Source: an optimization exercise on an open RTL-to-GDS flow (aim: small area, a short achievable clock period and few clock cycles). Production flows keep margins and buffers that such runs may drop. In this exercise RTL edits were held to simulation tests only and were not proved equivalent to the original. Power and IR drop assume default switching activity.

Setup of tundra:
==> module fadd_compare, before the edit <==
module fadd_compare (
  input        [15:0] A   ,
  input        [15:0] B   ,
  output logic        SWAP   
);
  logic [15:0] gt0, eq0;
  logic [ 7:0] gt1, eq1;
  logic [ 3:0] gt2, eq2;
  logic [ 1:0] gt3, eq3;
  always_comb begin
    for (int i = 0; i < 15; i++) begin
      gt0[i] = B[i] & ~A[i];
      eq0[i] = ~(B[i] ^ A[i]);
    end
    gt0[15] = 1'b0;
    eq0[15] = 1'b1;
    for (int i = 0; i < 8; i++) begin
      gt1[i] = gt0[2*i+1] | (eq0[2*i+1] & gt0[2*i]);
      eq1[i] = eq0[2*i+1] & eq0[2*i];
    end
    for (int i = 0; i < 4; i++) begin
      gt2[i] = gt1[2*i+1] | (eq1[2*i+1] & gt1[2*i]);
      eq2[i] = eq1[2*i+1] & eq1[2*i];
    end
    for (int i = 0; i < 2; i++) begin
      gt3[i] = gt2[2*i+1] | (eq2[2*i+1] & gt2[2*i]);
      eq3[i] = eq2[2*i+1] & eq2[2*i];
    end
    SWAP = gt3[1] | (eq3[1] & gt3[0]);
  end
endmodule
==> module fadd_align, before the edit <==
module fadd_align (
  input        [15:0] A     ,
  input        [15:0] B     ,
  input               SWAP  ,  
  output logic        SIGN  ,  
  output logic        ESUB  ,  
  output logic [ 4:0] EFF   ,  
  output logic [10:0] SIGL  ,  
  output logic [11:0] YS    ,  
  output logic        STICKY   
);
  logic        ea_max, eb_max, a_nan, b_nan, a_inf, b_inf, special, out, s2, s4, s8;
  logic [11:0] y1, y2, y4, y8;
  logic [ 1:0] spec;
  logic [ 4:0] eff_a, eff_b, d_ab, d_ba, d_l;
  logic [10:0] sig_a, sig_b, sigl, sigs;
  always_comb begin
    ea_max = &A[14:10];
    eb_max = &B[14:10];
    a_nan  = ea_max & (|A[9:0]);
    b_nan  = eb_max & (|B[9:0]);
    a_inf  = ea_max & ~(|A[9:0]);
    b_inf  = eb_max & ~(|B[9:0]);
    special = ea_max | eb_max;
    if ((a_nan & ~A[9]) | (b_nan & ~B[9]))
      spec = 2'b01;
    else if (a_nan | b_nan | (a_inf & b_inf & (A[15] ^ B[15])))
      spec = 2'b10;
    else
      spec = 2'b11;
    if (special)
      SIGN = ea_max ? A[15] : B[15];
    else
      SIGN = SWAP ? B[15] : A[15];
    ESUB = (A[15] ^ B[15]) & ~special;
    eff_a = {A[14:11], A[10] | ~(|A[14:10])};
    eff_b = {B[14:11], B[10] | ~(|B[14:10])};
    d_ab  = eff_a - eff_b;
    d_ba  = eff_b - eff_a;
    sig_a = {|A[14:10], A[9:0]};
    sig_b = {|B[14:10], B[9:0]};
    d_l   = SWAP ? d_ba  : d_ab;
    EFF   = (SWAP ? eff_b : eff_a) | {5{special}};
    sigl  = SWAP ? sig_b : sig_a;
    SIGL  = {special ? spec : sigl[10:9], sigl[8:0]};
    sigs  = SWAP ? sig_a : sig_b;
    out = d_l[4] | special;
    y1  = d_l[0] ? {1'b0, sigs} : {sigs, 1'b0};
    y2  = d_l[1] ? {2'b0, y1[11:2]} : y1;
    s2  = d_l[1] & (|y1[1:0]);
    y4  = d_l[2] ? {4'b0, y2[11:4]} : y2;
    s4  = s2 | (d_l[2] & (|y2[3:0]));
    y8  = d_l[3] ? {8'b0, y4[11:8]} : y4;
    s8  = s4 | (d_l[3] & (|y4[7:0]));
    YS     = y8 & ~{12{out}};
    STICKY = out ? |sigs : s8;
  end
endmodule
export LEC_CHECK = 0
export ABC_AREA = 1
export CAP_MARGIN = 20
export CORE_MARGIN = 2
export CORE_UTILIZATION = 60
export CTS_BUF_LIST = sky130_fd_sc_hd__clkbuf_8
export GPL_TIMING_DRIVEN = 0
export SETUP_SLACK_MARGIN = 4.2
export SLEW_MARGIN = 20
create_clock -name core_clock -period 6.5 [get_ports {CLK}]
standard.sh (not shown) runs the stock make flow with config.mk's settings and CLKGATE_MAP_FILE= SYNTH_SCRIPT=/design/flow/synth_recipe.tcl, a recipe that flattens the netlist after the stock synthesis.
==> flow/flow/run.sh <==
#!/bin/bash
# The standard layout (standard.sh), except:
#  - no full/half-adder cell extraction before ABC (ADDER_MAP_FILE empty);
#  - the ports are buffered by flow/pre_gpl.tcl at the start of global
#    placement: buf_1 on the inputs, buf_2 on the outputs;
#  - the clock tree is built of clkbuf_8, with a clkbuf_16 at its root and
#    no dummy loads.
set -o pipefail
bash standard.sh ADDER_MAP_FILE= \
  DONT_BUFFER_PORTS=1 "PRE_GLOBAL_PLACE_TCL=$PWD/flow/pre_gpl.tcl" \
  "CTS_ARGS=-sink_clustering_enable -repair_clock_nets -buf_list sky130_fd_sc_hd__clkbuf_8 -root_buf sky130_fd_sc_hd__clkbuf_16 -dont_use_dummy_load" \
  finish > orfs_flow.log 2>&1
==> flow/flow/pre_gpl.tcl <==
# Buffer every port: the inputs with buf_1, the outputs with buf_2.
buffer_ports -inputs -buffer_cell sky130_fd_sc_hd__buf_1
buffer_ports -outputs -buffer_cell sky130_fd_sc_hd__buf_2
tundra went all the way through the flow, and no timing, DRC or antenna check failed.
Testbench counts of tundra, summed over its fixed seeds: cycles 4,128.
Edits applied to the flow inputs when going from tundra to onyx:
--- a/flow/design.v
+++ b/flow/design.v
@@ -1,35 +1,12 @@
 module fadd_compare (
   input        [15:0] A   ,
   input        [15:0] B   ,
   output logic        SWAP   
 );
-  logic [15:0] gt0, eq0;
-  logic [ 7:0] gt1, eq1;
-  logic [ 3:0] gt2, eq2;
-  logic [ 1:0] gt3, eq3;
-  always_comb begin
-    for (int i = 0; i < 15; i++) begin
-      gt0[i] = B[i] & ~A[i];
-      eq0[i] = ~(B[i] ^ A[i]);
-    end
-    gt0[15] = 1'b0;
-    eq0[15] = 1'b1;
-    for (int i = 0; i < 8; i++) begin
-      gt1[i] = gt0[2*i+1] | (eq0[2*i+1] & gt0[2*i]);
-      eq1[i] = eq0[2*i+1] & eq0[2*i];
-    end
-    for (int i = 0; i < 4; i++) begin
-      gt2[i] = gt1[2*i+1] | (eq1[2*i+1] & gt1[2*i]);
-      eq2[i] = eq1[2*i+1] & eq1[2*i];
-    end
-    for (int i = 0; i < 2; i++) begin
-      gt3[i] = gt2[2*i+1] | (eq2[2*i+1] & gt2[2*i]);
-      eq3[i] = eq2[2*i+1] & eq2[2*i];
-    end
-    SWAP = gt3[1] | (eq3[1] & gt3[0]);
-  end
+  always_comb
+    SWAP = B[14:0] > A[14:0];
 endmodule
 module fadd_align (
   input        [15:0] A     ,
   input        [15:0] B     ,
   input               SWAP  ,  
@@ -38,12 +15,11 @@
   output logic [ 4:0] EFF   ,  
   output logic [10:0] SIGL  ,  
   output logic [11:0] YS    ,  
   output logic        STICKY   
 );
-  logic        ea_max, eb_max, a_nan, b_nan, a_inf, b_inf, special, out, s2, s4, s8;
-  logic [11:0] y1, y2, y4, y8;
+  logic        ea_max, eb_max, a_nan, b_nan, a_inf, b_inf, special, out, st;
   logic [ 1:0] spec;
   logic [ 4:0] eff_a, eff_b, d_ab, d_ba, d_l;
   logic [10:0] sig_a, sig_b, sigl, sigs;
   always_comb begin
     ea_max = &A[14:10];
@@ -73,20 +49,17 @@
     d_l   = SWAP ? d_ba  : d_ab;
     EFF   = (SWAP ? eff_b : eff_a) | {5{special}};
     sigl  = SWAP ? sig_b : sig_a;
     SIGL  = {special ? spec : sigl[10:9], sigl[8:0]};
     sigs  = SWAP ? sig_a : sig_b;
-    out = d_l[4] | special;
-    y1  = d_l[0] ? {1'b0, sigs} : {sigs, 1'b0};
-    y2  = d_l[1] ? {2'b0, y1[11:2]} : y1;
-    s2  = d_l[1] & (|y1[1:0]);
-    y4  = d_l[2] ? {4'b0, y2[11:4]} : y2;
-    s4  = s2 | (d_l[2] & (|y2[3:0]));
-    y8  = d_l[3] ? {8'b0, y4[11:8]} : y4;
-    s8  = s4 | (d_l[3] & (|y4[7:0]));
-    YS     = y8 & ~{12{out}};
-    STICKY = out ? |sigs : s8;
+    out   = d_l[4] | special;
+    YS    = ({sigs, 1'b0} >> d_l[3:0]) & ~{12{out}};
+    st    = 1'b0;
+    for (int i = 0; i < 11; i++)
+      if (4'(i + 1) < d_l[3:0])
+        st = st | sigs[i];
+    STICKY = out ? |sigs : st;
   end
 endmodule
 module fadd_sum (
   input        [10:0] SIGL  ,
   input        [11:0] YS    ,
Findings:
Going from tundra to onyx, total power grew by 4.0%; worst-case reg-to-reg path depth saw a decrease; delay of the slowest cell on the worst path now smaller. onyx: largest fanout of any net on the critical path 1 above tundra. Measured against each other, onyx and tundra differ in floorplan die area, the lower figure coming from tundra. onyx vs. tundra: maximum frequency now larger, sequential share of layout area now smaller, final weighted congestion in routability-driven placement now smaller, ratio of total power to cell area now larger. | setup slack of the critical path after layout | higher: onyx |. Between onyx and tundra, the final cell count is higher for onyx. onyx vs tundra: non-clock buffer count down.
Testbench counts of onyx, summed over its fixed seeds: cycles 4,128.

[separate check: timing with driven ports]
Ports are ideal in the flow. The routed layouts listed here were re-timed in OpenROAD.
Step 1 (the two cells are an assumption about what drives the block):
set clk [get_ports {CLK}]
set_driving_cell -lib_cell sky130_fd_sc_hd__clkbuf_16 $clk
set_driving_cell -lib_cell sky130_fd_sc_hd__buf_2 [delete_from_list [all_inputs] $clk]
Step 2 also shifts input and output timing later by t, the mid clock arrival at the registers, as if the neighbouring blocks saw the same clock.
Slacks: ideal ports / drivers / drivers and shift; pairs: ideal ports / drivers.
| run | t (ns) | setup WS [ns] | hold WS [ns] | clock arrival spread, ns | cell pins on the clock port's net |
|---|---|---|---|---|---|
| tundra | 0.394 | 4.332 / 4.293 / 3.958 | 0.329 / 0.329 / 0.329 | 0.025 / 0.025 | 1 |
| onyx | 0.394 | 4.358 / 4.331 / 3.984 | 0.333 / 0.333 / 0.333 | 0.017 / 0.017 | 1 |
After both steps every run listed still meets setup and hold.
